From an optimization exercise on the open Yosys and OpenROAD flow, aimed at small area; shortcuts taken in it are not production practice.
Function was not checked in any run shown here: the RTL went through the layout flow alone.
No activity file was given, so power comes from the tool's default toggle rates.

**flow/config.mk**
```make
export PLATFORM = sky130hd
export DESIGN_NAME = vpx_brd_ctrl_core
export DESIGN_NICKNAME = vpx_brd_ctrl_core
export VERILOG_FILES = /design/flow/design.v
export SDC_FILE = /design/flow/constraint.sdc
export NUM_CORES = 4
export LEC_CHECK = 0
export CAP_MARGIN = 20
export CORE_MARGIN = 2
export CORE_UTILIZATION = 40
export SLEW_MARGIN = 20
```
**flow/constraint.sdc**
```tcl
create_clock -name core_clock -period 20.0 [get_ports {clk}]
set_input_delay 4.0000 -clock core_clock [delete_from_list [all_inputs] [get_ports {clk}]]
set_output_delay 4.0000 -clock core_clock [all_outputs]
set_load 0.01 [all_outputs]
```
**flow/design.v**
```verilog
`timescale 1ns / 1ps
`timescale 1ns / 1ps
 `timescale 1ns / 1ps
module reset_req_s
 (
	input  wire		clk,
	input  wire		rst_n,
	input  wire		resetfull_req_n,	 
	input  wire		sreset_req_n,		 
	input  wire		cs_por_n,			 
	input  wire		cs_resetfull_n,		 
	input  wire		cs_reset_n,			 
	input  wire		cs_resetstat_n,		 
	output wire		resetfull_out_n,	 
	output wire		reset_out_n			 
 );
localparam	IDLE    = 4'd0;
localparam	RF_CHK  = 4'd1;
localparam	RF_AS0  = 4'd2;
localparam	RF_AS   = 4'd3;
localparam	RF_DLY  = 4'd4;
localparam	RF_REL0 = 4'd5;
localparam	RF_REL  = 4'd6;
localparam	SR_CHK  = 4'd9;
localparam	SR_AS0  = 4'd10;
localparam	SR_AS   = 4'd11;
localparam	SR_DLY  = 4'd12;
localparam	SR_REL0 = 4'd13;
localparam	SR_REL  = 4'd14;
reg		[3:0]	st;
reg		[14:0]	cnt;
wire	chk_done = ((cnt & 24'h9c4) == 24'h9c4);	 
wire	dly_done = ((cnt & 24'h61a8) == 24'h61a8);	 
wire	rel_done = ((cnt & 24'h64) == 24'h64);	 
wire	cs_run  = cs_por_n & cs_resetfull_n & cs_reset_n;
wire	cs_rel  = cs_run & cs_resetstat_n;
wire	cs_rfd  = cs_por_n & ~cs_resetfull_n & cs_reset_n & ~cs_resetstat_n;
wire	cs_srd  = cs_por_n & cs_resetfull_n & ~cs_reset_n & ~cs_resetstat_n;
wire	[2:0]	ph = st[2:0];
wire			asserted = (ph == 3'd3) | (ph == 3'd4) | (ph == 3'd5);	 
assign	resetfull_out_n = ~(asserted & ~st[3]);
assign	reset_out_n     = ~(asserted & st[3]);
reg				run;
reg				done;
always @(*) begin
	case (ph)
		3'd1:       begin run = cs_run; done = chk_done; end
		3'd4:       begin run = st[3] ? cs_srd : cs_rfd; done = dly_done; end
		3'd5, 3'd6: begin run = cs_rel; done = rel_done; end
		default:    begin run = 1'b0;   done = 1'b0;     end
	endcase
end
wire	cnt_hold = (st == SR_CHK) & ~resetfull_req_n;
wire	cnt_inc  = run & ~done & ~cnt_hold;
wire	step     = run & done & ~cnt_hold;
always @(posedge clk) begin
	if(~cnt_inc & ~cnt_hold)
		cnt <= 15'd0;
	else
		cnt <= cnt + {14'd0, cnt_inc};
end
wire			req_n = st[3] ? sreset_req_n : resetfull_req_n;
always @(posedge clk or negedge rst_n) begin
	if(~rst_n)
		st <= IDLE;
	else begin
		case (ph)
		3'd0: begin		 
			if(~resetfull_req_n)
				st <= RF_CHK;
			else if(~sreset_req_n)
				st <= SR_CHK;
			else
				st <= IDLE;
		end
		3'd1: begin		 
			if(st[3] & ~resetfull_req_n)
				st <= RF_CHK;
			else if(step)
				st <= {st[3], 3'd2};
		end
		3'd2, 3'd3:		 
			st <= {st[3], req_n ? 3'd4 : 3'd3};
		3'd4:			 
			if(step) st <= {st[3], 3'd5};
		3'd5, 3'd6:		 
			st <= step ? IDLE : {st[3], 3'd6};
		default:
			st <= IDLE;
		endcase
	end
end
endmodule
`timescale 1ns / 1ps
module ad9516_rom (
	input wire [6:0] r,
	input wire [4:0] b,
	output wire sa,
	output wire sb
);
function [23:0] ad_rom_a;
	input [6:0] r;
	begin
		case (r)
			7'd0: ad_rom_a = 24'h000099;
			7'd1: ad_rom_a = 24'h000100;
			7'd2: ad_rom_a = 24'h000200;
			7'd3: ad_rom_a = 24'h000341;
			7'd4: ad_rom_a = 24'h000400;
			7'd5: ad_rom_a = 24'h00107C;
			7'd6: ad_rom_a = 24'h00110A;
			7'd7: ad_rom_a = 24'h001200;
			7'd8: ad_rom_a = 24'h001300;
			7'd9: ad_rom_a = 24'h00140F;
			7'd10: ad_rom_a = 24'h001500;
			7'd11: ad_rom_a = 24'h001605;
			7'd12: ad_rom_a = 24'h001702;
			7'd13: ad_rom_a = 24'h001806;
			7'd14: ad_rom_a = 24'h001940;
			7'd15: ad_rom_a = 24'h001A00;
			7'd16: ad_rom_a = 24'h001BA0;
			7'd17: ad_rom_a = 24'h001C22;
			7'd18: ad_rom_a = 24'h001D08;
			7'd19: ad_rom_a = 24'h001E00;
			7'd20: ad_rom_a = 24'h001F00;
			7'd21: ad_rom_a = 24'h00A001;
			7'd22: ad_rom_a = 24'h00A100;
			7'd23: ad_rom_a = 24'h00A200;
			7'd24: ad_rom_a = 24'h00A301;
			7'd25: ad_rom_a = 24'h00A400;
			7'd26: ad_rom_a = 24'h00A500;
			7'd27: ad_rom_a = 24'h00A601;
			7'd28: ad_rom_a = 24'h00A700;
			7'd29: ad_rom_a = 24'h00A800;
			7'd30: ad_rom_a = 24'h00A901;
			7'd31: ad_rom_a = 24'h00AA00;
			7'd32: ad_rom_a = 24'h00AB00;
			7'd33: ad_rom_a = 24'h00F008;
			7'd34: ad_rom_a = 24'h00F108;
			7'd35: ad_rom_a = 24'h00F208;
			7'd36: ad_rom_a = 24'h00F308;
			7'd37: ad_rom_a = 24'h00F408;
			7'd38: ad_rom_a = 24'h00F508;
			7'd39: ad_rom_a = 24'h014002;
			7'd40: ad_rom_a = 24'h014102;
			7'd41: ad_rom_a = 24'h014202;
			7'd42: ad_rom_a = 24'h014302;
			7'd43: ad_rom_a = 24'h019022;
			7'd44: ad_rom_a = 24'h019100;
			7'd45: ad_rom_a = 24'h019200;
			7'd46: ad_rom_a = 24'h019311;
			7'd47: ad_rom_a = 24'h019400;
			7'd48: ad_rom_a = 24'h019500;
			7'd49: ad_rom_a = 24'h019611;
			7'd50: ad_rom_a = 24'h019700;
			7'd51: ad_rom_a = 24'h019800;
			7'd52: ad_rom_a = 24'h019911;
			7'd53: ad_rom_a = 24'h019A00;
			7'd54: ad_rom_a = 24'h019B00;
			7'd55: ad_rom_a = 24'h019C20;
			7'd56: ad_rom_a = 24'h019D00;
			7'd57: ad_rom_a = 24'h019E11;
			7'd58: ad_rom_a = 24'h019F00;
			7'd59: ad_rom_a = 24'h01A000;
			7'd60: ad_rom_a = 24'h01A120;
			7'd61: ad_rom_a = 24'h01A200;
			7'd62: ad_rom_a = 24'h01A300;
			7'd63: ad_rom_a = 24'h01E004;
			7'd64: ad_rom_a = 24'h01E102;
			7'd65: ad_rom_a = 24'h023000;
			7'd66: ad_rom_a = 24'h023100;
			7'd67: ad_rom_a = 24'h023201;
			7'd68: ad_rom_a = 24'h001807;
			7'd69: ad_rom_a = 24'h023201;
			default: ad_rom_a = 24'h000000;
		endcase
	end
endfunction
function [23:0] ad_rom_d;
	input [6:0] r;
	begin
		case (r)
			7'd8: ad_rom_d = 24'h00000A;
			7'd43: ad_rom_d = 24'h000033;
			7'd46: ad_rom_d = 24'h000003;
			7'd57: ad_rom_d = 24'h000003;
			7'd63: ad_rom_d = 24'h000006;
			default: ad_rom_d = 24'h000000;
		endcase
	end
endfunction
wire [23:0] wa = ad_rom_a(r);
wire [23:0] wd = ad_rom_d(r);
assign sa = wa[b];
assign sb = wa[b] ^ wd[b];
endmodule
`timescale 1ns / 1ps
module dsp_spi
 (
	input  wire			clk,			 
	input  wire			rst_n,
	input  wire			DSP_SSEL1,
	input  wire			DSP_SCK1,
	input  wire			DSP_MOSI1,
	output reg			DSP_MISO1,
	input  wire	[15:0]	gpio_i,			 
	input  wire			st_phy_int,		 
	input  wire	[4:0]	st_rst,			 
	input  wire	[2:0]	st_misc,		 
	output reg	[3:0]	led_reg,		 
	output reg			phy_reg,		 
	output reg	[3:0]	misc_reg		 
 );
reg			[1:0]	ssel_s;
reg			[2:0]	sck_s;
reg			[1:0]	mosi_s;
reg 		[4:0] 	spi_c;
reg					rw;
reg			[2:0]	addr;			 
reg					addr_hi;		 
reg			[3:0]	data_w;
reg			[2:0]	wr_cng;
reg			[7:0]	data_r_hold;
reg			[7:0]	pre_r;
wire				ssel     = ssel_s[1];
wire				sck_fall =  sck_s[2] & ~sck_s[1];
wire				sck_rise = ~sck_s[2] &  sck_s[1];
wire				mosi     = mosi_s[1];
wire				rdy          = (spi_c == 5'h8) & rw;
wire				wr_event_cng = spi_c[4] & ~rw;		 
wire				wr_event     = wr_cng[1] ^ wr_cng[2];
always @(posedge clk or negedge rst_n) begin
	if(~rst_n) begin
		ssel_s <= 2'b11;
		sck_s  <= 3'b000;
	end
	else begin
		ssel_s <= {ssel_s[0], DSP_SSEL1};
		sck_s  <= {sck_s[1:0], DSP_SCK1};
	end
end
always @(posedge clk) begin
	mosi_s <= {mosi_s[0], DSP_MOSI1};
	wr_cng <= {wr_cng[1:0], wr_event_cng};
end
always @(posedge clk) begin
	if(ssel)
		spi_c <= 5'h0;
	else if(sck_fall) begin
		spi_c <= spi_c[4] ? 5'h0 : spi_c + 1'b1;
		if(spi_c == 5'h0) begin
			rw      <= mosi;
			addr    <= 3'h0;
			addr_hi <= 1'b0;
			data_w  <= 4'h0;
		end
		else if(spi_c[4:3] == 2'b00) begin
			addr    <= {addr[1:0], mosi};
			addr_hi <= addr_hi | addr[2];
		end
		else if(~spi_c[4] & ~rw)
			data_w <= {data_w[2:0], mosi};
	end
end
always @(posedge clk or negedge rst_n) begin
	if(~rst_n) begin
		led_reg  <= 4'b0;
		phy_reg  <= 1'b1;
		misc_reg <= 4'b0011;
	end
	else if(wr_event) begin
		case({addr_hi, addr})
			4'h0: led_reg  <= data_w;
			4'h1: phy_reg  <= data_w[1];
			4'h7: misc_reg <= data_w;
			default: ;
		endcase
	end
end
wire		[2:0]	addr_nx = sck_fall ? {addr[1:0], mosi} : addr[2:0];
always @(posedge clk) begin
	case(addr_nx)
		3'd1: pre_r <= {gpio_i[7:1], st_phy_int};
		3'd3: pre_r <= gpio_i[15:8];
		3'd6: pre_r <= {gpio_i[7:5], st_rst};
		3'd7: pre_r <= {gpio_i[7], st_misc, gpio_i[3:0]};
		default: pre_r <= gpio_i[7:0];
	endcase
end
reg			[7:0]	data_r;
always @(*) begin
	if(addr_hi)
		data_r = 8'h0;
	else begin
		case(addr[2:0])
			3'd0: data_r = {4'h0, led_reg};
			3'd1: data_r = {6'h0, phy_reg, pre_r[0]};
			3'd4: data_r = 8'h2b;
			3'd5: data_r = 8'h08;
			3'd6: data_r = {3'h0, pre_r[4:0]};
			3'd7: data_r = {1'b0, pre_r[6:4], misc_reg};
			default: data_r = pre_r;
		endcase
	end
end
always @(posedge clk or negedge rst_n) begin
	if(~rst_n)
		data_r_hold <= 8'h0;
	else if(rdy)
		data_r_hold <= data_r;
end
always @(posedge clk or negedge rst_n) begin
	if(~rst_n)
		DSP_MISO1 <= 1'b0;
	else if(ssel)
		DSP_MISO1 <= 1'b0;
	else if(sck_rise) begin
		if(spi_c[4:3] == 2'b01) begin
			if(rw)
				DSP_MISO1 <= data_r_hold[~spi_c[2:0]];
		end
		else
			DSP_MISO1 <= 1'b0;
	end
end
endmodule
`timescale 1ns / 1ps
 `timescale 1ns / 1ps
module vpx_brd_ctrl_core
 (
	clk,   						 
	rst_n,						 
	vcc1p0_pgood_i,
	vcc3p3_fmc_pgood_i,
	vcc_vadj_fmc_pgood_i,
	vcc1p2_pgood_i,
	vcc1p8_fpga_pgood_i,
	vcc1p5_fpga_pgood_i,
	vcc0p75_fpga_pgood_i,
	vcc1p0_mgtavcc_pgood_i,
	vcc1p2_mgtavtt_pgood_i,
	vcc3p3_pgood_i,
	dspa_sspcs1_i,		  			 
	dspa_sspck_i,					 
	dspa_sspmiso_o,					 
	dspa_sspmosi_i,         		 
	dspb_sspcs1_i,		  			 
	dspb_sspck_i,					 
	dspb_sspmiso_o,					 
	dspb_sspmosi_i,         		 
	vcc2p5_pgood_i,			
	vcc1p8_dsp_pgood_i,     
	vcc1p5_dsp_pgood_i,	    
	vcc0p75_dsp_pgood_i,	
	sys_pgood_o,			
	vcc2p5_en_o,			
	vcc1p8_dsp_en_o,        
	vcc1p5_dsp_en_o,				
	vcc0p75_dsp_en_o,		
	dspa_gpio_i,					 
	dspa_gpio_o,					 
	dspa_gpio_en,					 
	dspb_gpio_i,					 
	dspb_gpio_o,					 
	dspb_gpio_en,					 
	full_reset_i,					 
	dspa_warm_reset_i,				 
	dspb_warm_reset_i,				 
	fpga_rst_i,						 
	fpga_rst_o,						 
	dspa_trgrstz_i, 				 
	dspb_trgrstz_i, 				 
	dspa_debug_led_o,				 
	dspb_debug_led_o,				 
	dspa_porz_o,					 
	dspa_resetfullz_o,				 
	dspa_resetz_o,					 
	dspa_lresetz_o,					 
	dspa_coresel_o,					 
	dspa_resetstat_n_i,				 
	dspa_nmiz_o,					 
	dspa_lresetnmienz_o,			 
	dspa_bootcomplete_i,             
	dspa_paclksel_o,				 
	dspa_hout_i,					 
	dspa_sysclkout_i,				 
	dspa_timi0_o,					 
	dspb_porz_o,					 
	dspb_resetfullz_o,				 
	dspb_resetz_o,					 
	dspb_lresetz_o,					 
	dspb_coresel_o,					 
	dspb_resetstat_n_i,				 
	dspb_nmiz_o,					 
	dspb_lresetnmienz_o,			 
	dspb_bootcomplete_i,             
	dspb_paclksel_o,				 
	dspb_hout_i,					 
	dspb_sysclkout_i,				 
	dspb_timi0_o,					 
	dspa_phy_int_n_i,				 
	dspa_phy_rst_n_o,				 
	dspb_phy_int_n_i,				 
	dspb_phy_rst_n_o,				 
	dspa_ucd9222_pg1_i,				 
	dspa_ucd9222_pg2_i,				 
	dspa_ucd9222_ena1_o,   			 
	dspa_ucd9222_ena2_o,			 
	dspa_pgucd9222_i,				 
	dspa_ucd9222_rst_n_o,			 
	dspb_ucd9222_pg1_i,				 
	dspb_ucd9222_pg2_i,				 
	dspb_ucd9222_ena1_o,   			 
	dspb_ucd9222_ena2_o,			 
	dspb_pgucd9222_i,				 
	dspb_ucd9222_rst_n_o,			 
	dspa_pca9306_en_o,				 
	dspb_pca9306_en_o,				 
	dspa_nand_wp_o,					 
	dspa_nor_wp_n_o,				 
	dspa_eeprom_wp_o,				 
	dspb_nand_wp_o,					 
	dspb_nor_wp_n_o,				 
	dspb_eeprom_wp_o,				 
    dspa_vid_oe_n_o, 
	dspb_vid_oe_n_o, 
	ad9516_1_clock_reset_o,
	ad9516_1_cs_o, 
	ad9516_1_pd_o,
	ad9516_1_refsel_o,
	ad9516_1_sclk_o,
	ad9516_1_sdi_o,
	ad9516_1_ld_i,
	ad9516_2_clock_reset_o,
	ad9516_2_cs_o, 
	ad9516_2_pd_o,
	ad9516_2_refsel_o,
	ad9516_2_sclk_o,
	ad9516_2_sdi_o,
	ad9516_2_ld_i,
	sp3an_debug_led_o,
	front_led_o,
	sw_fsel_o,
	sw_qfg_o,
	srio_rst_n_o,
	sw_spd_o,
	fmc1_pg_c2m_o,
	fmc2_pg_c2m_o,
	dspa_tsip0_fsa0_o,
	dspa_tsip0_clka0_o,
	dspb_tsip0_fsa0_o,
	dspb_tsip0_clka0_o
 );
input			clk;
input			rst_n;
input   		vcc1p0_pgood_i;
input   		vcc3p3_fmc_pgood_i;
input   		vcc_vadj_fmc_pgood_i;
input   		vcc1p2_pgood_i;
input   		vcc1p8_fpga_pgood_i;
input   		vcc1p5_fpga_pgood_i;
input   		vcc0p75_fpga_pgood_i;
input   		vcc1p0_mgtavcc_pgood_i;
input   		vcc1p2_mgtavtt_pgood_i;
input   		vcc3p3_pgood_i;
input			dspa_sspcs1_i;
input			dspa_sspck_i;
output			dspa_sspmiso_o;
input			dspa_sspmosi_i;
input			dspb_sspcs1_i;
input			dspb_sspck_i;
output			dspb_sspmiso_o;
input			dspb_sspmosi_i;
input			vcc2p5_pgood_i;
input			vcc1p8_dsp_pgood_i;
input			vcc1p5_dsp_pgood_i;
input			vcc0p75_dsp_pgood_i;
output			sys_pgood_o;
output			vcc2p5_en_o;
output			vcc1p8_dsp_en_o;
output			vcc1p5_dsp_en_o;
output			vcc0p75_dsp_en_o;
reg				vcc2p5_en_o;
reg				vcc1p8_dsp_en_o;
reg				vcc1p5_dsp_en_o;
reg				vcc0p75_dsp_en_o;
input	[15:0]	dspa_gpio_i;
output	[15:0]	dspa_gpio_o;
output			dspa_gpio_en;
reg   			dspa_gpio_en;
input	[15:0]	dspb_gpio_i;
output	[15:0]	dspb_gpio_o;
output			dspb_gpio_en;
reg   			dspb_gpio_en;
input			full_reset_i;
input			dspa_warm_reset_i;
input			dspb_warm_reset_i;
input			fpga_rst_i;
input       	dspa_trgrstz_i;
input       	dspb_trgrstz_i;
output			fpga_rst_o;
wire			full_reset_i_f;
wire			dspa_warm_reset_i_f;
wire			dspb_warm_reset_i_f;
wire			fpga_rst_i_f;
output	[3:0]	dspa_debug_led_o;
output	[3:0]	dspb_debug_led_o;
output			dspa_porz_o;
output			dspa_resetfullz_o;
output			dspa_resetz_o;
output			dspa_lresetz_o;
input			dspa_resetstat_n_i;
output			dspa_lresetnmienz_o;
output	[3:0]	dspa_coresel_o;
output			dspa_nmiz_o;
output			dspa_paclksel_o;
input			dspa_hout_i;
input			dspa_bootcomplete_i;
input			dspa_sysclkout_i;
output 			dspa_timi0_o; 
output			dspb_porz_o;
output			dspb_resetfullz_o;
output			dspb_resetz_o;
output			dspb_lresetz_o;
input			dspb_resetstat_n_i;
output			dspb_lresetnmienz_o;
output	[3:0]	dspb_coresel_o;
output			dspb_nmiz_o;
output			dspb_paclksel_o;
input			dspb_hout_i;
input			dspb_bootcomplete_i;
input			dspb_sysclkout_i;
output 			dspb_timi0_o; 
input			dspa_phy_int_n_i;
output			dspa_phy_rst_n_o;
input			dspb_phy_int_n_i;
output			dspb_phy_rst_n_o;
input			dspa_ucd9222_pg1_i;
input			dspa_ucd9222_pg2_i;
output			dspa_ucd9222_ena1_o;
output			dspa_ucd9222_ena2_o;
input			dspa_pgucd9222_i;
output			dspa_ucd9222_rst_n_o;
input			dspb_ucd9222_pg1_i;
input			dspb_ucd9222_pg2_i;
output			dspb_ucd9222_ena1_o;
output			dspb_ucd9222_ena2_o;
input			dspb_pgucd9222_i;
output			dspb_ucd9222_rst_n_o;
output			dspa_pca9306_en_o;
output			dspb_pca9306_en_o;
output			dspa_nand_wp_o;
output			dspa_nor_wp_n_o;
output			dspa_eeprom_wp_o;
output			dspb_nand_wp_o;
output			dspb_nor_wp_n_o;
output			dspb_eeprom_wp_o;
output 			dspa_vid_oe_n_o;
output 			dspb_vid_oe_n_o;
output			ad9516_1_clock_reset_o;
output			ad9516_1_cs_o;
output			ad9516_1_pd_o;
output			ad9516_1_refsel_o;
output			ad9516_1_sclk_o;
output			ad9516_1_sdi_o;
input			ad9516_1_ld_i;
output			ad9516_2_clock_reset_o;
output			ad9516_2_cs_o;
output			ad9516_2_pd_o;
output			ad9516_2_refsel_o;
output			ad9516_2_sclk_o;
output			ad9516_2_sdi_o;
input			ad9516_2_ld_i;
wire			ad9516_1_cfg_done;
wire			ad9516_2_cfg_done;
output	[7:0]	sp3an_debug_led_o;
output	[1:0]	front_led_o;
output	[1:0]	sw_fsel_o;
output	[7:0]	sw_qfg_o;
output			srio_rst_n_o;
output	[2:0]	sw_spd_o;
reg				srio_rst_n_o;
output			fmc1_pg_c2m_o;
output			fmc2_pg_c2m_o;
output			dspa_tsip0_fsa0_o;
output			dspa_tsip0_clka0_o;
output			dspb_tsip0_fsa0_o;
output			dspb_tsip0_clka0_o;
reg				ir_run;			 
reg				ir_rel;			 
reg				fpga_ireset_n;
reg		[11:0]	dcnt;
wire			dcnt_wrap = ((dcnt & 16'h9c4) == 16'h9c4);
wire			dcnt_lo0  = (dcnt[11:4] == 8'h0);
wire			dcnt_is2  = dcnt_lo0 & (dcnt[3:0] == 4'd2);
wire			dcnt_is3  = dcnt_lo0 & (dcnt[3:0] == 4'd3);
wire			dcnt_is10 = dcnt_lo0 & (dcnt[3:0] == 4'd10);
always @(posedge clk or negedge rst_n) begin
	if(~rst_n) begin
		ir_run <= 1'b0;
		ir_rel <= 1'b0;
		fpga_ireset_n <= 1'b0;
		dcnt <= 12'hfff;
	end
	else begin
		ir_run <= 1'b1;
		if(ir_run & dcnt_wrap)
			ir_rel <= 1'b1;
		if(ir_rel)
			fpga_ireset_n <= 1'b1;
		if(dcnt_wrap | (ir_rel & ~fpga_ireset_n))
			dcnt <= 12'h0;
		else
			dcnt <= dcnt + 1'b1;
	end
end
reg				dclk;
wire			sample_en = dcnt_wrap & ~dclk;
always @(posedge clk or negedge fpga_ireset_n) begin
	if(~fpga_ireset_n)
		dclk <= 1'b0;
	else if(dcnt_wrap)
		dclk <= ~dclk;
end
reg		[3:0]	smp_v;			 
reg		[7:0]	smp_run;		 
wire	[3:0]	smp_in = {fpga_rst_i, dspb_warm_reset_i, dspa_warm_reset_i, full_reset_i};
reg		[3:0]	smp_all1, smp_all0;
reg		[7:0]	smp_run_nx;
integer			si;
always @(*) begin
	for(si = 0; si < 4; si = si + 1) begin
		smp_all1[si] =  smp_v[si] & (&smp_run[2*si +: 2]);
		smp_all0[si] = ~smp_v[si] & (&smp_run[2*si +: 2]);
		smp_run_nx[2*si +: 2] = (smp_in[si] == smp_v[si]) ?
			(smp_run[2*si +: 2] + {1'b0, ~&smp_run[2*si +: 2]}) : 2'd0;
	end
end
always @(posedge clk or negedge fpga_ireset_n) begin
	if(~fpga_ireset_n) begin
		smp_v   <= 4'hf;
		smp_run <= 8'hff;
	end
	else if(sample_en) begin
		smp_v   <= smp_in;
		smp_run <= smp_run_nx;
	end
end
reg				resetfull_req_n;	 
reg				wra_f;				 
reg				wrb_f;				 
reg				frst_f;				 
reg				fpga_rst_o_r;		 
always @(posedge clk or negedge fpga_ireset_n) begin
	if(~fpga_ireset_n) begin
		resetfull_req_n <= 1'b1;
		wra_f <= 1'b1;
		wrb_f <= 1'b1;
		frst_f <= 1'b1;
		fpga_rst_o_r <= 1'b1;
	end
	else begin
		if(dcnt_is3)
			resetfull_req_n <= smp_all1[0] | (resetfull_req_n & ~smp_all0[0]);
		if(dcnt_is2) begin
			wra_f  <= smp_all1[1] | (wra_f  & ~smp_all0[1]);
			wrb_f  <= smp_all1[2] | (wrb_f  & ~smp_all0[2]);
			frst_f <= smp_all1[3] | (frst_f & ~smp_all0[3]);
		end
		if(dcnt_is3 & ~frst_f)
			fpga_rst_o_r <= 1'b0;
		else if(dcnt_is10 & frst_f)
			fpga_rst_o_r <= 1'b1;
	end
end
assign fpga_rst_o = fpga_rst_o_r;
reg				trga_s1, trga_s2, trgb_s1, trgb_s2;
reg				dspa_softreset_req_n, dspb_softreset_req_n;
reg		[1:0]	dspa_resetstat_nd, dspb_resetstat_nd;
always @(posedge clk) begin
	trga_s1 <= dspa_trgrstz_i | ~fpga_ireset_n;
	trga_s2 <= trga_s1;
	trgb_s1 <= dspb_trgrstz_i | ~fpga_ireset_n;
	trgb_s2 <= trgb_s1;
	dspa_softreset_req_n <= wra_f & trga_s2;
	dspb_softreset_req_n <= wrb_f & trgb_s2;
end
always @(posedge clk or negedge fpga_ireset_n) begin
	if(~fpga_ireset_n) begin
		dspa_resetstat_nd <= 2'b00;
		dspb_resetstat_nd <= 2'b00;
	end
	else begin
		dspa_resetstat_nd <= {dspa_resetstat_nd[0], dspa_resetstat_n_i};
		dspb_resetstat_nd <= {dspb_resetstat_nd[0], dspb_resetstat_n_i};
	end
end
reg				full_s1, frst_s1, wa_s1, wb_s1;
reg				phya_s1, phyb_s1;
reg				boota_s1, sysa_s1, houta_s1, bootb_s1, sysb_s1, houtb_s1;
always @(posedge clk) begin
	full_s1  <= full_reset_i;
	frst_s1  <= fpga_rst_i;
	wa_s1    <= dspa_warm_reset_i;
	wb_s1    <= dspb_warm_reset_i;
	phya_s1  <= dspa_phy_int_n_i;
	phyb_s1  <= dspb_phy_int_n_i;
	boota_s1 <= dspa_bootcomplete_i;
	sysa_s1  <= dspa_sysclkout_i;
	houta_s1 <= dspa_hout_i;
	bootb_s1 <= dspb_bootcomplete_i;
	sysb_s1  <= dspb_sysclkout_i;
	houtb_s1 <= dspb_hout_i;
end
reg				pgm_d0, pgm_d1;
reg				v2p5_d0, v2p5_d1, ucd_d0, ucd_d1, v1p8_d0, v1p8_d1;
reg				v1p5_d0, v1p5_d1, v075_d0, v075_d1;
reg				pg_ex_dsp, all_power;
always @(posedge clk) begin
	pgm_d0 <= vcc1p0_pgood_i & vcc3p3_fmc_pgood_i & vcc_vadj_fmc_pgood_i &
	          vcc1p2_pgood_i & vcc1p8_fpga_pgood_i & vcc1p5_fpga_pgood_i &
	          vcc0p75_fpga_pgood_i & vcc1p0_mgtavcc_pgood_i & vcc1p2_mgtavtt_pgood_i &
	          vcc3p3_pgood_i & fpga_ireset_n;
	pgm_d1 <= pgm_d0;
	pg_ex_dsp <= pgm_d1;
	ucd_d0 <= dspa_ucd9222_pg1_i & dspa_ucd9222_pg2_i & dspa_pgucd9222_i &
	          dspb_ucd9222_pg1_i & dspb_ucd9222_pg2_i & dspb_pgucd9222_i & fpga_ireset_n;
	ucd_d1 <= ucd_d0;
end
always @(posedge clk or negedge fpga_ireset_n) begin
	if(~fpga_ireset_n) begin
		v2p5_d0 <= 1'b0; v2p5_d1 <= 1'b0;
		v1p8_d0 <= 1'b0; v1p8_d1 <= 1'b0;
		v1p5_d0 <= 1'b0; v1p5_d1 <= 1'b0;
		v075_d0 <= 1'b0; v075_d1 <= 1'b0;
		all_power <= 1'b0;
	end
	else begin
		v2p5_d0 <= vcc2p5_pgood_i;       v2p5_d1 <= v2p5_d0;
		v1p8_d0 <= vcc1p8_dsp_pgood_i;   v1p8_d1 <= v1p8_d0;
		v1p5_d0 <= vcc1p5_dsp_pgood_i;   v1p5_d1 <= v1p5_d0;
		v075_d0 <= vcc0p75_dsp_pgood_i;  v075_d1 <= v075_d0;
		all_power <= pgm_d1 & v2p5_d1 & ucd_d1 & v1p8_d1 & v1p5_d1 & v075_d1;
	end
end
reg		[2:0]	ce_10m_cnt;
wire			clk_10mhz_ce = ce_10m_cnt[2];	 
always @(posedge clk) begin
	if(clk_10mhz_ce | ~fpga_ireset_n)
		ce_10m_cnt <= 3'd0;
	else
		ce_10m_cnt <= ce_10m_cnt + 1'b1;
end
reg		[17:0]	debug_led_lo;
reg		[7:0]	debug_led_hi;
always @(posedge clk) begin
	if(clk_10mhz_ce | ~fpga_ireset_n) begin
		if(all_power)
			debug_led_lo <= debug_led_lo + 1'b1;
		else
			debug_led_lo <= 18'b0;
	end
end
always @(posedge clk or negedge fpga_ireset_n) begin
	if(~fpga_ireset_n)
		debug_led_hi <= 8'b0;
	else if(clk_10mhz_ce) begin
		if(all_power)
			debug_led_hi <= debug_led_hi + {7'b0, &debug_led_lo};
		else
			debug_led_hi <= 8'b0;
	end
end
assign	sp3an_debug_led_o = debug_led_hi;
always @(posedge clk or negedge fpga_ireset_n) begin
	if(~fpga_ireset_n)
		srio_rst_n_o <= 1'b0;
	else
		srio_rst_n_o <= all_power;
end
assign 	sw_fsel_o	= 	2'b11;
assign	sw_spd_o	=	3'b101;
assign  sw_qfg_o	=   8'b0;
assign	fmc1_pg_c2m_o = all_power;
assign	fmc2_pg_c2m_o = all_power;
assign	sys_pgood_o   = all_power;
assign	front_led_o[1] = all_power;
reg		[1:0]	clk_div;
reg				tsip_clk;
reg		[6:0]	fs_cnt;
reg				tsip_fs;
wire			tsip_clk_rise = clk_div[1] & ~tsip_clk;
always @(posedge clk)
	clk_div <= (clk_div[1] | ~fpga_ireset_n) ? 2'd0 : clk_div + 1'b1;
always @(posedge clk or negedge fpga_ireset_n) begin
	if(~fpga_ireset_n) begin
		tsip_clk <= 1'b0;
		fs_cnt <= 7'd0;
		tsip_fs <= 1'b0;
	end
	else begin
		if(clk_div[1])
			tsip_clk <= ~tsip_clk;
		if(tsip_clk_rise) begin
			fs_cnt <= fs_cnt + 1'b1;
			tsip_fs <= &fs_cnt;
		end
	end
end
assign	dspa_tsip0_clka0_o = tsip_clk;
assign	dspb_tsip0_clka0_o = tsip_clk;
assign	dspa_tsip0_fsa0_o  = tsip_fs;
assign	dspb_tsip0_fsa0_o  = tsip_fs;
parameter 		SM_IDLE	  = 4'h0;
parameter 		SM_V2P5	  = 4'h1;
parameter 		SM_PMBS_1 = 4'h2;
parameter 		SM_PMBS_2 = 4'h3;
parameter 		SM_V1P8	  = 4'h4;
parameter 		SM_V1P5	  = 4'h5;
parameter 		SM_V075	  = 4'h6;
parameter 		SM_CLKG	  = 4'h7;
parameter 		SM_PORWR  = 4'h8;
parameter 		SM_WAIT	  = 4'h9;
parameter 		SM_PWOK	  = 4'ha;
parameter 		SM_POFF1  = 4'hb;
parameter 		SM_POFF2  = 4'hc;
parameter 		SM_FAIL	  = 4'hd;
reg		[3:0]	PW_SM;
reg		[15:0]	PW_c;
reg				ucd_ena;
reg				vid_oe_n;
reg				set_ad9516;
reg		[1:0]	ld_d;
wire			c_idle_done = ((PW_c & 24'hc350) == 24'hc350);
wire			c_done = ((PW_c & 24'h61a8) == 24'h61a8);
reg				sm_en, sm_ok;
reg		[3:0]	sm_next;
always @(*) begin
	sm_en = 1'b1;
	sm_ok = 1'b1;
	sm_next = PW_SM;
	case (PW_SM)
		SM_IDLE:   begin sm_en = pg_ex_dsp; sm_next = SM_V2P5;   end
		SM_V2P5:   begin sm_en = pg_ex_dsp; sm_ok = v2p5_d1;  sm_next = SM_PMBS_1; end
		SM_PMBS_1: begin sm_en = pg_ex_dsp; sm_next = SM_PMBS_2; end
		SM_PMBS_2: begin sm_en = pg_ex_dsp; sm_ok = ucd_d1;   sm_next = SM_V1P8;   end
		SM_V1P8:   begin sm_en = pg_ex_dsp; sm_ok = v1p8_d1;  sm_next = SM_V1P5;   end
		SM_V1P5:   begin sm_en = pg_ex_dsp; sm_ok = v1p5_d1;  sm_next = SM_V075;   end
		SM_V075:   begin sm_en = pg_ex_dsp; sm_ok = v075_d1;  sm_next = SM_CLKG;   end
		SM_CLKG:   begin sm_en = all_power; sm_ok = ld_d[1];  sm_next = SM_PORWR;  end
		SM_PORWR:  begin sm_en = all_power; sm_next = SM_WAIT;   end
		SM_WAIT:   begin sm_en = all_power; sm_ok = dspa_resetstat_nd[1]; sm_next = SM_PWOK; end
		SM_PWOK:   begin sm_en = all_power; sm_ok = 1'b0; end
		SM_POFF1:  begin sm_next = SM_POFF2; end
		default:   begin sm_ok = 1'b0; end		 
	endcase
end
wire			sm_done = (PW_SM == SM_IDLE) ? c_idle_done : c_done;
wire			sm_step = sm_en & sm_ok & sm_done;
wire			pw_inc  = sm_en & sm_ok & ~sm_done;
wire			pw_clr  = ~pw_inc & (sm_en | (PW_SM == SM_IDLE));
always @(posedge clk) begin
	if(pw_clr)
		PW_c <= 16'h0;
	else
		PW_c <= PW_c + {15'h0, pw_inc};
end
always @(posedge clk or negedge fpga_ireset_n) begin
	if(~fpga_ireset_n) begin
		PW_SM <= SM_IDLE;
		ucd_ena <= 1'b0;
		vcc1p5_dsp_en_o <= 1'b0;
		vcc1p8_dsp_en_o <= 1'b0;
		vcc0p75_dsp_en_o <= 1'b0;
		vcc2p5_en_o <= 1'b0;
		set_ad9516 <= 1'b0;
		vid_oe_n <= 1'b1;
	end
	else begin
		if(sm_step)
			PW_SM <= sm_next;
		else if(~sm_en)
			PW_SM <= (PW_SM == SM_IDLE) ? SM_IDLE : (PW_SM <= SM_V075) ? SM_FAIL : SM_POFF1;
		case (PW_SM)
			SM_V2P5:   if(sm_en) vcc2p5_en_o <= 1'b1;
			SM_PMBS_1: if(sm_en) ucd_ena <= 1'b1;
			SM_V1P8: begin
				if(sm_en) vcc1p8_dsp_en_o <= 1'b1;
				if(sm_step) set_ad9516 <= 1'b1;
			end
			SM_V1P5: begin
				if(sm_en) vcc1p5_dsp_en_o <= 1'b1;
				if(sm_step) vid_oe_n <= 1'b0;
			end
			SM_V075:   if(sm_en) vcc0p75_dsp_en_o <= 1'b1;
			SM_CLKG:   if(sm_step) set_ad9516 <= 1'b0;
			SM_POFF2, SM_FAIL: begin
				ucd_ena <= 1'b0;
				vcc1p5_dsp_en_o <= 1'b0;
				vcc1p8_dsp_en_o <= 1'b0;
				vcc0p75_dsp_en_o <= 1'b0;
				vcc2p5_en_o <= 1'b0;
				set_ad9516 <= 1'b0;
				vid_oe_n <= 1'b1;
			end
			default: ;
		endcase
	end
end
assign	dspa_ucd9222_ena1_o  = ucd_ena;
assign	dspa_ucd9222_ena2_o  = ucd_ena;
assign	dspb_ucd9222_ena1_o  = ucd_ena;
assign	dspb_ucd9222_ena2_o  = ucd_ena;
assign	dspa_ucd9222_rst_n_o = 1'b1;
assign	dspb_ucd9222_rst_n_o = 1'b1;
assign	dspa_vid_oe_n_o = vid_oe_n;
assign	dspb_vid_oe_n_o = vid_oe_n;
reg		[2:0]	ad_state;
reg		[6:0]	cnt_reg;
reg		[4:0]	cnt_bit;
reg				ad_sen;
reg				ad_sclk;
reg				ad_sdata_1, ad_sdata_2;
wire			rom_1, rom_2;
ad9516_rom Inst_ad9516_rom (.r(cnt_reg), .b(cnt_bit), .sa(rom_1), .sb(rom_2));
wire			ad_last_bit = (cnt_bit == 5'd0);
wire			ad_last_reg = cnt_reg[6] & cnt_reg[2] & cnt_reg[0];	 
always @(posedge clk or negedge fpga_ireset_n) begin
	if(~fpga_ireset_n)
		cnt_reg <= 7'd0;
	else if(~set_ad9516)
		cnt_reg <= 7'd0;
	else if(clk_10mhz_ce & (ad_state == 3'd5))
		cnt_reg <= ad_last_reg ? 7'd0 : cnt_reg + 1'b1;
end
always @(posedge clk) begin
	if(~set_ad9516) begin
		ad_state <= 3'd0;
		cnt_bit <= 5'd23;
	end
	else if(clk_10mhz_ce) begin
		case(ad_state)
			3'd0: ad_state <= 3'd1;		 
			3'd1: ad_state <= 3'd2;		 
			3'd2: ad_state <= 3'd3;		 
			3'd3: ad_state <= 3'd4;		 
			3'd4: begin					 
				if(ad_last_bit) begin
					ad_state <= 3'd5;
					cnt_bit <= 5'd23;
				end
				else begin
					ad_state <= 3'd1;
					cnt_bit <= cnt_bit - 1'b1;
				end
			end
			3'd5: begin					 
				ad_state <= ad_last_reg ? 3'd6 : 3'd1;
			end
			default: ;					 
		endcase
	end
end
always @(posedge clk or negedge fpga_ireset_n) begin
	if(~fpga_ireset_n) begin
		ad_sen <= 1'b1;
		ad_sdata_1 <= 1'b0;
		ad_sdata_2 <= 1'b0;
		ad_sclk <= 1'b0;
	end
	else if(~set_ad9516) begin
		ad_sen <= 1'b1;
		ad_sdata_1 <= 1'b0;
		ad_sdata_2 <= 1'b0;
		ad_sclk <= 1'b0;
	end
	else if(clk_10mhz_ce) begin
		case(ad_state)
			3'd1: ad_sclk <= 1'b0;		 
			3'd2: begin					 
				ad_sen <= 1'b0;
				ad_sdata_1 <= rom_1;
				ad_sdata_2 <= rom_2;
			end
			3'd3: ad_sclk <= 1'b1;		 
			3'd4: ad_sen <= ad_last_bit;	 
			3'd5: ad_sclk <= 1'b0;		 
			3'd6, 3'd7: begin			 
				ad_sdata_1 <= 1'b0;
				ad_sdata_2 <= 1'b0;
			end
			default: ;
		endcase
	end
end
assign	ad9516_1_clock_reset_o = 1'b1;
assign	ad9516_1_pd_o          = 1'b1;
assign	ad9516_1_refsel_o      = 1'b0;
assign	ad9516_1_cs_o          = ad_sen;
assign	ad9516_1_sclk_o        = ad_sclk;
assign	ad9516_1_sdi_o         = ad_sdata_1;
assign	ad9516_2_clock_reset_o = 1'b1;
assign	ad9516_2_pd_o          = 1'b1;
assign	ad9516_2_refsel_o      = 1'b0;
assign	ad9516_2_cs_o          = ad_sen;
assign	ad9516_2_sclk_o        = ad_sclk;
assign	ad9516_2_sdi_o         = ad_sdata_2;
reg		[1:0]	ld_run;
always @(posedge clk or negedge fpga_ireset_n) begin
	if(~fpga_ireset_n)
		ld_run <= 2'd0;
	else if(clk_10mhz_ce) begin
		if(ad9516_1_ld_i & ad9516_2_ld_i)
			ld_run <= ld_run + {1'b0, ~&ld_run};
		else
			ld_run <= 2'd0;
	end
end
always @(posedge clk)
	ld_d <= {ld_d[0], &ld_run};
assign	front_led_o[0] = &ld_run;
wire			dspa_resetfull_out_n, dspa_reset_out_n;
wire			dspb_resetfull_out_n, dspb_reset_out_n;
wire			sm_7_a = (PW_SM >= 4'h7 && PW_SM <= 4'ha);
wire			sm_7_b = (PW_SM >= 4'h7 && PW_SM <= 4'hb);
wire			sm_8_a = (PW_SM >= 4'h8 && PW_SM <= 4'ha);
wire			sm_9_b = (PW_SM >= 4'h9 && PW_SM <= 4'hb);
wire			sm_pwok = (PW_SM == SM_PWOK);
wire			power_fail_check = (PW_SM >= 4'hb && PW_SM <= 4'hd);
assign 	dspa_coresel_o = 4'h0;
assign 	dspb_coresel_o = 4'h0;
assign 	dspa_paclksel_o = 1'b1;
assign 	dspb_paclksel_o = 1'b1;
assign 	dspa_lresetnmienz_o = sm_7_a;
assign 	dspb_lresetnmienz_o = sm_7_a;
assign 	dspa_nmiz_o = sm_7_b;
assign 	dspb_nmiz_o = sm_7_b;
assign 	dspa_lresetz_o = sm_7_b;
assign 	dspb_lresetz_o = sm_7_b;
assign 	dspa_porz_o = sm_8_a;
assign 	dspb_porz_o = sm_8_a;
assign 	dspa_resetfullz_o = sm_9_b & dspa_resetfull_out_n;
assign 	dspb_resetfullz_o = sm_9_b & dspb_resetfull_out_n;
assign 	dspa_resetz_o = sm_7_b & dspa_reset_out_n;
assign 	dspb_resetz_o = sm_7_b & dspb_reset_out_n;
assign	dspa_gpio_o = 16'h0001;
assign	dspb_gpio_o = 16'h0001;
wire	[3:0]	dspa_led_reg, dspb_led_reg;
wire			dspa_phy_reg, dspb_phy_reg;
wire	[3:0]	dspa_misc_reg, dspb_misc_reg;
assign	dspa_debug_led_o = power_fail_check ? 4'h0 : dspa_led_reg;
assign	dspb_debug_led_o = power_fail_check ? 4'h0 : dspb_led_reg;
assign 	dspa_phy_rst_n_o = dspa_porz_o & dspa_resetfullz_o & dspa_phy_reg;
assign 	dspb_phy_rst_n_o = dspb_porz_o & dspb_resetfullz_o & dspb_phy_reg;
wire			dspa_wp_on = sm_pwok & dspa_resetstat_n_i & ~dspa_gpio_en;
wire			dspb_wp_on = sm_pwok & dspb_resetstat_n_i & ~dspb_gpio_en;
assign 	dspa_nand_wp_o   = dspa_wp_on & dspa_misc_reg[0];
assign 	dspb_nand_wp_o   = dspb_wp_on & dspb_misc_reg[0];
assign 	dspa_nor_wp_n_o  = dspa_wp_on & dspa_misc_reg[1];
assign 	dspb_nor_wp_n_o  = dspb_wp_on & dspb_misc_reg[1];
assign 	dspa_eeprom_wp_o = ~dspa_wp_on | dspa_misc_reg[2];
assign 	dspb_eeprom_wp_o = ~dspb_wp_on | dspb_misc_reg[2];
assign 	dspa_pca9306_en_o = sm_pwok & dspa_misc_reg[3];
assign 	dspb_pca9306_en_o = sm_pwok & dspb_misc_reg[3];
reset_req_s Inst_reset_req_ctrl_a
 (
    .clk				(	clk						),
    .rst_n				(	fpga_ireset_n			),
    .resetfull_req_n	(	resetfull_req_n			),
    .sreset_req_n		(	dspa_softreset_req_n	),
    .cs_por_n			(	dspa_porz_o				),
    .cs_resetfull_n		(	dspa_resetfullz_o		),
    .cs_reset_n			(	dspa_resetz_o			),
    .cs_resetstat_n		(	dspa_resetstat_nd[1]	),
    .resetfull_out_n	(	dspa_resetfull_out_n	),
    .reset_out_n		(	dspa_reset_out_n		)
 );
reset_req_s Inst_reset_req_ctrl_b
 (
    .clk				(	clk						),
    .rst_n				(	fpga_ireset_n			),
    .resetfull_req_n	(	resetfull_req_n			),
    .sreset_req_n		(	dspb_softreset_req_n	),
    .cs_por_n			(	dspb_porz_o				),
    .cs_resetfull_n		(	dspb_resetfullz_o		),
    .cs_reset_n			(	dspb_resetz_o			),
    .cs_resetstat_n		(	dspb_resetstat_nd[1]	),
    .resetfull_out_n	(	dspb_resetfull_out_n	),
    .reset_out_n		(	dspb_reset_out_n		)
 );
reg				half_clk;
reg		[3:0]	dspa_gpio_dly, dspb_gpio_dly;
always @(posedge clk or negedge fpga_ireset_n) begin
	if(~fpga_ireset_n)
		half_clk <= 1'b0;
	else
		half_clk <= ~half_clk;
end
wire			dspa_gpio_clr = ~dspa_resetstat_nd[1] & (~dspa_porz_o | ~dspa_resetfullz_o | dspa_gpio_en);
wire			dspa_gpio_done = ((dspa_gpio_dly & 16'h0a) == 16'h0a);
always @(posedge clk or negedge fpga_ireset_n) begin
	if(~fpga_ireset_n)
		dspa_gpio_en <= 1'b1;
	else
		dspa_gpio_en <= dspa_gpio_clr | ~dspa_gpio_done;
end
always @(posedge clk) begin
	if(dspa_gpio_clr)
		dspa_gpio_dly <= 4'h0;
	else if(~dspa_gpio_done)
		dspa_gpio_dly <= dspa_gpio_dly + 1'b1;
end
wire			dspb_gpio_clr = ~dspb_resetstat_nd[1] & (~dspb_porz_o | ~dspb_resetfullz_o | dspb_gpio_en);
wire			dspb_gpio_done = ((dspb_gpio_dly & 16'h0a) == 16'h0a);
always @(posedge clk or negedge fpga_ireset_n) begin
	if(~fpga_ireset_n)
		dspb_gpio_en <= 1'b1;
	else
		dspb_gpio_en <= dspb_gpio_clr | ~dspb_gpio_done;
end
always @(posedge clk) begin
	if(dspb_gpio_clr)
		dspb_gpio_dly <= 4'h0;
	else if(~dspb_gpio_done)
		dspb_gpio_dly <= dspb_gpio_dly + 1'b1;
end
assign	dspa_timi0_o = ~dspa_gpio_en & ~half_clk;
assign	dspb_timi0_o = ~dspb_gpio_en & ~half_clk;
dsp_spi Inst_dspa_spi
 (
    .clk			(	clk					),
    .rst_n			(	fpga_ireset_n		),
    .DSP_SSEL1		(	dspa_sspcs1_i		),
    .DSP_SCK1		(	dspa_sspck_i		),
    .DSP_MOSI1		(	dspa_sspmosi_i		),
    .DSP_MISO1		(	dspa_sspmiso_o		),
    .gpio_i			(	dspa_gpio_i			),
    .st_phy_int		(	phya_s1				),
    .st_rst			(	{trga_s1, dspa_resetstat_n_i, frst_s1, wa_s1, full_s1}	),
    .st_misc		(	{boota_s1, sysa_s1, houta_s1}	),
    .led_reg		(	dspa_led_reg		),
    .phy_reg		(	dspa_phy_reg		),
    .misc_reg		(	dspa_misc_reg		)
 );
dsp_spi Inst_dspb_spi
 (
    .clk			(	clk					),
    .rst_n			(	fpga_ireset_n		),
    .DSP_SSEL1		(	dspb_sspcs1_i		),
    .DSP_SCK1		(	dspb_sspck_i		),
    .DSP_MOSI1		(	dspb_sspmosi_i		),
    .DSP_MISO1		(	dspb_sspmiso_o		),
    .gpio_i			(	dspb_gpio_i			),
    .st_phy_int		(	phyb_s1				),
    .st_rst			(	{trgb_s1, dspb_resetstat_n_i, frst_s1, wb_s1, full_s1}	),
    .st_misc		(	{bootb_s1, sysb_s1, houtb_s1}	),
    .led_reg		(	dspb_led_reg		),
    .phy_reg		(	dspb_phy_reg		),
    .misc_reg		(	dspb_misc_reg		)
 );
endmodule
```
**flow/flow/run.sh**
```bash
#!/bin/bash
# Layout flow: the standard ORFS flow (standard.sh), with these changes:
#  - after the standard synthesis, the logic between the registers is
#    re-mapped by ABC for area (flow/remap.tcl, flow/remap.abc); registers keep
#    their names and cell types, and the new netlist is proven equal to the
#    standard one (flow/equiv.tcl) before it is used (else the standard
#    netlist is kept);
#  - input and output ports are buffered with sky130_fd_sc_hd__buf_1;
#  - clock tree synthesis uses the arguments in flow/cts_args.txt.
# Each tool's output goes to its own log in the work folder (ORFS also writes
# each step's log under orfs/logs/).
set -euo pipefail
cts_args="$(tr '\n' ' ' < flow/cts_args.txt)"
knobs=("BUFFER_PORTS_ARGS=-buffer_cell sky130_fd_sc_hd__buf_1" "CTS_ARGS=${cts_args}" "SKIP_REPAIR_TIE_FANOUT=1")
res=orfs/results/${FLOW_PLATFORM}/vpx_brd_ctrl_core/base
bash standard.sh "${knobs[@]}" synth > make_synth.log 2>&1

YOSYS=yosys
[[ -x "${FLOW_HOME}/../tools/install/yosys/bin/yosys" ]] && YOSYS="${FLOW_HOME}/../tools/install/yosys/bin/yosys"
export REMAP_LIB="${FLOW_HOME}/platforms/${FLOW_PLATFORM}/lib/sky130_fd_sc_hd__tt_025C_1v80.lib"
export REMAP_IN="$PWD/1_2_yosys_standard.v"
export REMAP_OUT="$PWD/1_2_yosys_remap.v"
export REMAP_DONT_USE="$PWD/flow/dont_use.txt"
export REMAP_ABC="$PWD/flow/remap.abc"
cp "$res/1_2_yosys.v" "$REMAP_IN"
if "$YOSYS" -c flow/remap.tcl > yosys_remap.log 2>&1 && \
   "$YOSYS" -c flow/equiv.tcl > yosys_equiv.log 2>&1; then
  cp "$REMAP_OUT" "$res/1_2_yosys.v"
  echo "re-mapped netlist used" > remap_result.txt
else
  echo "re-map failed or not proven: standard netlist kept" > remap_result.txt
fi
bash standard.sh "${knobs[@]}" do-1_synth > make_synth_odb.log 2>&1
bash standard.sh "${knobs[@]}" finish > make_finish.log 2>&1
```
**flow/flow/cts_args.txt**
```
-sink_clustering_enable
-repair_clock_nets
-buf_list sky130_fd_sc_hd__clkbuf_16
-sink_clustering_size 30
-sink_clustering_max_diameter 100
-dont_use_dummy_load
```
**flow/flow/dont_use.txt**
```
sky130_fd_sc_hd__lpflow_bleeder_1
sky130_fd_sc_hd__lpflow_clkbufkapwr_1
sky130_fd_sc_hd__lpflow_clkbufkapwr_16
sky130_fd_sc_hd__lpflow_clkbufkapwr_2
sky130_fd_sc_hd__lpflow_clkbufkapwr_4
sky130_fd_sc_hd__lpflow_clkbufkapwr_8
sky130_fd_sc_hd__lpflow_clkinvkapwr_1
sky130_fd_sc_hd__lpflow_clkinvkapwr_16
sky130_fd_sc_hd__lpflow_clkinvkapwr_2
sky130_fd_sc_hd__lpflow_clkinvkapwr_4
sky130_fd_sc_hd__lpflow_clkinvkapwr_8
sky130_fd_sc_hd__lpflow_decapkapwr_12
sky130_fd_sc_hd__lpflow_decapkapwr_3
sky130_fd_sc_hd__lpflow_decapkapwr_4
sky130_fd_sc_hd__lpflow_decapkapwr_6
sky130_fd_sc_hd__lpflow_decapkapwr_8
sky130_fd_sc_hd__lpflow_inputiso0n_1
sky130_fd_sc_hd__lpflow_inputiso0p_1
sky130_fd_sc_hd__lpflow_inputiso1n_1
sky130_fd_sc_hd__lpflow_inputiso1p_1
sky130_fd_sc_hd__lpflow_inputisolatch_1
sky130_fd_sc_hd__lpflow_isobufsrc_1
sky130_fd_sc_hd__lpflow_isobufsrc_16
sky130_fd_sc_hd__lpflow_isobufsrc_2
sky130_fd_sc_hd__lpflow_isobufsrc_4
sky130_fd_sc_hd__lpflow_isobufsrc_8
sky130_fd_sc_hd__lpflow_isobufsrckapwr_16
sky130_fd_sc_hd__lpflow_lsbuf_lh_hl_isowell_tap_1
sky130_fd_sc_hd__lpflow_lsbuf_lh_hl_isowell_tap_2
sky130_fd_sc_hd__lpflow_lsbuf_lh_hl_isowell_tap_4
sky130_fd_sc_hd__lpflow_lsbuf_lh_isowell_4
sky130_fd_sc_hd__lpflow_lsbuf_lh_isowell_tap_1
sky130_fd_sc_hd__lpflow_lsbuf_lh_isowell_tap_2
sky130_fd_sc_hd__lpflow_lsbuf_lh_isowell_tap_4
sky130_fd_sc_hd__probe_p_8
sky130_fd_sc_hd__probec_p_8
```
**flow/flow/equiv.tcl**
```tcl
# Prove the re-mapped netlist equal to the standard one, register by register.
yosys -import
read_liberty -ignore_miss_func $::env(REMAP_LIB)
read_verilog $::env(REMAP_IN)
yosys rename vpx_brd_ctrl_core gold
read_verilog $::env(REMAP_OUT)
yosys rename vpx_brd_ctrl_core gate
hierarchy -check
flatten
opt_clean
async2sync
equiv_make gold gate eq
hierarchy -top eq
equiv_simple -seq 2
equiv_induct
equiv_status -assert
```
**flow/flow/remap.abc**
```
strash
dc2
&get -n
&deepsyn -T 90
&dch -f
&nf -R 1000
&put
topo
stime -p
```
**flow/flow/remap.tcl**
```tcl
# Re-map the combinational logic of the standard synthesis netlist for area.
# Registers (and tie cells) are kept as they are, with their names and cell
# types; only the logic between them is re-mapped by ABC.
# Environment: REMAP_LIB (liberty), REMAP_IN, REMAP_OUT (netlists),
# REMAP_DONT_USE (file with one don't-use cell per line), REMAP_ABC (script).
yosys -import
set lib $::env(REMAP_LIB)
set du {}
foreach c [split [string trim [read [open $::env(REMAP_DONT_USE)]]] "\n"] { lappend du -dont_use $c }
read_liberty -ignore_miss_func $lib
read_verilog $::env(REMAP_IN)
hierarchy -top vpx_brd_ctrl_core
blackbox sky130_fd_sc_hd__*df* sky130_fd_sc_hd__dl* sky130_fd_sc_hd__conb*
flatten
opt_clean
abc -script $::env(REMAP_ABC) -liberty $lib {*}$du
opt_clean -purge
hilomap -singleton -hicell sky130_fd_sc_hd__conb_1 HI -locell sky130_fd_sc_hd__conb_1 LO
insbuf -buf sky130_fd_sc_hd__buf_4 A X
splitnets
opt_clean -purge
tee -o remap_stat.txt stat -liberty $lib
write_verilog -noattr -nohex -nodec $::env(REMAP_OUT)
# read the result back against the cell library alone and check it
design -reset
read_liberty -lib $lib
read_verilog $::env(REMAP_OUT)
hierarchy -top vpx_brd_ctrl_core
check -assert -mapped
```
**flow/standard.sh**
```bash
#!/bin/bash
# synth_recipe.tcl (not shown) runs the flow's synth.tcl, then flattens the netlist and writes it again
# the make line also repeats each setting of config.mk as NAME=value (left out here)
make -C /OpenROAD-flow-scripts/flow DESIGN_CONFIG=/design/flow/config.mk WORK_HOME=/design/flow/orfs CLKGATE_MAP_FILE= SYNTH_SCRIPT=/design/flow/synth_recipe.tcl "${@:-finish}"
```
==> impl_metrics.py, run 1 <==
metrics = {
    "clocking": {
        "cts_hold_buf": 0,
        "cts_tree": "done",
        "clockBufferDepth": 3,
        "clock-sinks": 309,
        "h-tree-depth": 1,
        "clock-root-buffer": "clkbuf_16",
        "cts_made_buffers": 14,
        "clk_latency_ns": 0.51,
        "post_cts_buffers": 0,
        "path_clk_slew_ns": 0.11,
        "post_cts_resized": 0,
    },
    "routing": {
        "antenna_left": 0,
        "finalWirelength_um": 28900,
        "wl_per_cell_um": 15.1,
        "drc": 0,
        "dr.pass1.iters": 5,
        "routed_via_density": 5.22,
        "first_iter_violations": 616,
        "vias": 9997,
    },
    "die": {
        "die_y_um": 188,
        "die-area_sq_um": 35400,
        "initial_core_util_pct": 40.5,
        "core_sq_um": 33400,
        "io_pins": 212,
        "die_w_um": 188,
        "rows": 67,
    },
    "setup_path": {
        "crit_buf_inv": 2,
        "crit_family": "simple AND/OR/NAND/NOR gates",
        "worst-setup-path-type": "primary input to output pin",
        "cp.arrival_ns": 4.74,
        "setup.worst_path.end_class": "output pin",
        "path_depth": 4,
        "cpMostUsedCell": "buf_1",
        "reg2reg_depth": 17,
        "cp_slowest_cell": "and3_1",
        "cpPeakStageDelay_ns": 0.26,
        "crit_path_start_kind": "primary input",
        "critPathMaxFanout": 3,
        "required_ns": 16.00,
        "crit_chain": "buf_1 > and3_1 > and2_0 > buf_1",
    },
    "layout": {
        "reg_top3": "debug_led_lo: 18 flops, PW_c: 16 flops",
        "largest_reg_flops": 18,
        "layout.nets": 1546,
        "top_register": "debug_led_lo",
        "fillers": 3247,
        "area_growth_pct": 6.42,
        "postLayoutCellArea_sq_um": 14400,
        "drive_gt1_share_pct": 4.57,
        "antenna_cells": 0,
    },
    "sta": {
        "tightest_slew_ns": 1.08,
        "period_needed_ns": 8.74,
        "finalSetupTns_ns": 0,
        "fmax_ghz": 0.114,
        "drv_slew": 0,
        "hold_viol": 0,
        "rsz0062_at_grt": "false",
        "layout_setup_ws_ns": 11.26,
        "hold_slack_ns": 0.249,
        "fin_crit_sh_pct": 43.7,
        "maxSlewHeadroom_pct": 27.3,
        "clock_skew_ns": 0.0592,
        "finalSetupViolations": 0,
    },
    "placement": {
        "gp_congestion": 0.871,
        "dp_hpwl_um": 21000,
        "placed_area_sq_um": 14100,
        "post-place-ws_ns": 11.23,
        "io_buffers": 148,
    },
    "power": {
        "power.total_mw": 1.03,
        "p_leak_nw": 5.67,
        "p_per_area_nw_per_um2": 71.2,
        "ir_drop_mv": 0.0644,
    },
    "global_route": {
        "grt_max_degree": 69,
        "track_usage_pct": 16.1,
        "top_usage_layer": "met2",
        "grt_pass1_vias": 9513,
        "met2_usage_pct": 26.3,
        "antenna_found_initial": 0,
        "grt_util_met1_pct": 22.8,
        "grt_pass1_wl_um": 47400,
        "met3_usage_pct": 2.25,
        "grt_overflow": 0,
    },
    "worst_hold_path": {
        "min_path_type": "register to async pin",
    },
    "job": {
        "maxCapViolCount": 0,
    },
    "yosys": {
        "ys_warn_count": 4,
        "syn_inst": 1384,
        "avgSynthCellArea_sq_um": 9.79,
        "syn_nets": 1462,
        "synth.cell_area_sq_um": 13500,
    },
    "outcome": {
        "status": "complete, no violations",
    },
}
==> worst paths after layout <==
check                                                start                               to  slack [ns]
hold / removal                   fpga_ireset_n$_DFFE_PN0P_           srio_rst_n_o$_DFF_PN0_        0.25
setup / recovery                        dspb_resetstat_n_i                  dspb_nor_wp_n_o       11.26
hold reg to reg                  fpga_ireset_n$_DFFE_PN0P_           srio_rst_n_o$_DFF_PN0_        0.25
setup reg to reg                      PW_SM[3]$_DFFE_PN0P_              PW_c[14]$_SDFF_PP0_       14.82
max in group asynchronous                            rst_n        fpga_ireset_n$_DFFE_PN0P_       15.81
min in group core_clock    Inst_dspb_spi.mosi_s[0]$_DFF_P_  Inst_dspb_spi.mosi_s[1]$_DFF_P_        0.34
==> layout by cell type, fill, tap and decap left out, types with 18 or more instances in the layout <==
master / count
mux2_1: 24
dfstp_2: 43
edfxtp_1: 36
dfxtp_1: 128
nand2b_1: 25
nor2b_1: 33
and3_1: 44
xnor2_1: 19
nor2_1: 169
a21oi_1: 103
buf_1: 148
o21ai_0: 63
nand3_1: 28
nand2_1: 118
dfrtp_1: 101
a31oi_1: 18
nor3_1: 76
and2_0: 46
clkinv_1: 29
==> per-layer routing <==
layer / vias to the layer above / routed length, um
li1: 5007 / -
met1: 4737 / 13900
met2: 222 / 13200
met3: 31 / 1300
met4: 0 / 429
met5: - / 0
==> power breakdown <==
group / switching, mW / leakage [nW] / internal (mW)
clock network: 0.185 / 0.173 / 0.127
registers: 0.0147 / 3.25 / 0.652
logic: 0.0282 / 2.25 / 0.0190
total: 0.228 / 5.67 / 0.798
==> layout make-up <==
| cell class | count | area, sq um | area share, % |
|---|---|---|---|
| Clock buffer | 14 | 350 | 2.43 |
| Inverter | 29 | 109 | 0.755 |
| Multi-Input combinational cell | 961 | 5470 | 38.0 |
| Sequential cell | 309 | 7330 | 50.8 |
| Tap cell | 448 | 561 | 3.89 |
| Timing Repair Buffer | 153 | 593 | 4.11 |
==> stage by stage <==
step	util, %	std cells
global placement	42.0	1900
global route	43.1	1914
floorplan	-	1384
detailed placement	42.0	1900
CTS	43.1	1914
finish	43.1	1914
==> run 2: changes to the inputs <==
--- a/flow/design.v
+++ b/flow/design.v
@@ -753,23 +753,21 @@
 end
 reg		[17:0]	debug_led_lo;
 reg		[7:0]	debug_led_hi;
+wire			debug_led_clr = ~all_power & (clk_10mhz_ce | ~fpga_ireset_n);
+wire			debug_led_inc = all_power & clk_10mhz_ce;
 always @(posedge clk) begin
-	if(clk_10mhz_ce | ~fpga_ireset_n) begin
-		if(all_power)
-			debug_led_lo <= debug_led_lo + 1'b1;
-		else
-			debug_led_lo <= 18'b0;
-	end
+	if(debug_led_clr)
+		debug_led_lo <= 18'b0;
+	else
+		debug_led_lo <= debug_led_lo + {17'b0, debug_led_inc};
 end
 always @(posedge clk or negedge fpga_ireset_n) begin
 	if(~fpga_ireset_n)
 		debug_led_hi <= 8'b0;
-	else if(clk_10mhz_ce) begin
-		if(all_power)
-			debug_led_hi <= debug_led_hi + {7'b0, &debug_led_lo};
-		else
-			debug_led_hi <= 8'b0;
-	end
+	else if(debug_led_clr)
+		debug_led_hi <= 8'b0;
+	else
+		debug_led_hi <= debug_led_hi + {7'b0, debug_led_inc & (&debug_led_lo)};
 end
 assign	sp3an_debug_led_o = debug_led_hi;
 always @(posedge clk or negedge fpga_ireset_n) begin
==> impl_metrics.py, run 2 <==
metrics = {
    "layout": {
        "final_common_cell": "nor2_1",
        "top_register": "debug_led_lo",
        "drive_gt1_share_pct": 4.41,
        "multi_input_area_sq_um": 5540,
        "final_cell_mix": "173 x nor2_1, 148 x buf_1, 146 x dfxtp_1, 121 x nand2_1, 104 x a21oi_1",
        "area_growth_pct": 6.62,
        "largest_reg_flops": 18,
        "regArea_sq_um": 7150,
        "layout.nets": 1576,
        "antenna_cells": 0,
        "reg_top3": "debug_led_lo: 18 flops, PW_c: 16 flops",
        "fillers": 3300,
        "fin_cells": 1944,
    },
    "yosys": {
        "syn_inst": 1415,
        "syn_nets": 1493,
        "avgSynthCellArea_sq_um": 9.50,
        "ys_warn_count": 4,
        "synth.cell_area_sq_um": 13400,
    },
    "die": {
        "initial_core_util_pct": 40.4,
        "io_pins": 212,
        "die-area_sq_um": 35100,
        "die_y_um": 187,
        "die_w_um": 187,
        "rows": 67,
        "core_sq_um": 33300,
    },
    "setup_path": {
        "r2r_end": "debug_led_hi[7]$_DFF_PN0_",
        "setup.worst_path.end_class": "output pin",
        "cp.arrival_ns": 4.93,
        "crit_path_start_kind": "primary input",
        "cp-startpoint": "dspa_resetstat_n_i",
        "r2r_start": "ce_10m_cnt[2]$_SDFF_PN0_",
        "reg2reg_depth": 18,
        "critPathMaxFanout": 3,
        "critPathCapture": "dspa_nand_wp_o",
        "worst-setup-path-type": "primary input to output pin",
        "required_ns": 16.00,
        "r2r_slack_ns": 15.41,
    },
    "global_route": {
        "antenna_found_initial": 0,
        "track_usage_pct": 16.6,
        "grt_pass1_vias": 9606,
        "grt_pass1_wl_um": 48800,
        "grt_overflow": 0,
        "grt_max_degree": 59,
    },
    "sta": {
        "layout_setup_ws_ns": 11.07,
        "hold_viol": 0,
        "maxSlewHeadroom_pct": 35.0,
        "period_needed_ns": 8.93,
        "drv_slew": 0,
        "fin_crit_sh_pct": 44.6,
        "tightest_slew_ns": 0.966,
        "rsz0062_at_grt": "false",
        "fmax_ghz": 0.112,
        "finalSetupViolations": 0,
        "clock_skew_ns": 0.0470,
        "finalSetupTns_ns": 0,
    },
    "clocking": {
        "post_cts_resized": 0,
        "clockBufferDepth": 3,
        "clock-sinks": 309,
        "clk_latency_ns": 0.50,
        "cts_tree": "done",
        "post_cts_buffers": 0,
        "clock-root-buffer": "clkbuf_16",
        "h-tree-depth": 1,
        "cts_hold_buf": 0,
        "path_clk_slew_ns": 0.11,
        "cts_made_buffers": 15,
    },
    "power": {
        "p_per_area_nw_per_um2": 71.2,
        "ir_drop_mv": 0.0458,
        "p_leak_nw": 5.59,
    },
    "placement": {
        "dp_hpwl_um": 21600,
        "post-place-ws_ns": 11.09,
        "io_buffers": 148,
        "gp_congestion": 0.891,
        "post-place-cells": 1929,
    },
    "routing": {
        "first_iter_violations": 750,
        "routed_via_density": 5.31,
        "dr.pass1.iters": 5,
        "drc": 0,
        "antenna_left": 0,
        "vias": 10300,
        "finalWirelength_um": 29600,
        "wl_per_cell_um": 15.2,
    },
    "worst_hold_path": {
        "min_path_type": "register to async pin",
    },
    "outcome": {
        "status": "complete, no violations",
    },
    "job": {
        "maxCapViolCount": 0,
    },
}
[run 2: power breakdown]
| group | switching [mW] | internal, mW | leakage, nW |
|---|---|---|---|
| clock | 0.187 | 0.136 | 0.185 |
| combinational | 0.0260 | 0.0173 | 2.24 |
| sequential | 0.0125 | 0.643 | 3.17 |
| total | 0.226 | 0.796 | 5.59 |
[run 2: metrics by stage]
stage | util (%) | hold WS [ns] | power, mW | cell area [sq um]
floorplan | - | 0.310 | 0.703 | 13400
global placement | 41.9 | 0.311 | 0.710 | 14000
global route | 43.1 | 0.336 | 1.07 | 14300
CTS | 43.0 | 0.331 | 1.04 | 14300
detailed placement | 41.9 | 0.312 | 0.711 | 14000
finish | 43.1 | 0.327 | 1.02 | 14300
[run 2: worst min-delay path by stage]
stage	endpoint	slack, ns
final	dspa_resetstat_nd[0]$_DFF_PN0_	0.33
after global placement	Inst_dspa_spi.wr_cng[1]$_DFF_P_	0.31
after floorplan	Inst_dspa_spi.mosi_s[1]$_DFF_P_	0.31
after detailed placement	Inst_dspb_spi.mosi_s[1]$_DFF_P_	0.31
after global routing	pgm_d1$_DFF_P_	0.34
after CTS	pgm_d1$_DFF_P_	0.33
[run 2: final cells by class]
cell class	count	share of cell area, %
multi-input cells	986	38.7
clock buffers	15	2.62
repair buffers	151	4.03
inverters	35	0.916
well taps	448	3.91
flip-flops and latches	309	49.9
[run 2: per-layer routing]
metal / global-route usage [%] / wire (um)
met1: 23.1 / 13900
met2: 27.3 / 13800
met3: 2.25 / 1180
met4: 4.49 / 692
met5: 0 / 0
[run 2: worst max-delay path, cell delays in order]
cell and delay [ns]:
buf_1 0.22, nand2_1 0.10, nor2_1 0.18, and2_0 0.23
buf_1 0.19

-- separate check: timing with driven ports --
The flow's constraints put no driver on any port. The routed layouts listed below were extracted and timed again, unchanged, in two steps.
Step 1 (the two cells are an assumption about what drives the block):
set clk [get_ports {clk}]
set_driving_cell -lib_cell sky130_fd_sc_hd__clkbuf_16 $clk
set_driving_cell -lib_cell sky130_fd_sc_hd__buf_2 [delete_from_list [all_inputs] $clk]
Step 2 moves the port delays by t, midway between the first and last clock arrival at a register: inputs arrive t later, outputs are due t later. That takes back most of the time a late clock gives input paths.
Slacks: ideal ports / drivers / drivers and shift; pairs: ideal ports / drivers.
run | t (ns) | slack for setup (ns) | worst data-port slew with drivers (ns) | pins driven straight from the clock port
run 1 | 0.532 | 11.258 / 11.228 / 11.228 | 0.05 | 1
run 2 | 0.530 | 11.075 / 11.054 / 11.054 | 0.04 | 1
After both steps every run listed still meets setup and hold. The setup slack of run 1, which loses most, moves by -0.030 ns with the drivers and by -0.030 ns with both steps.
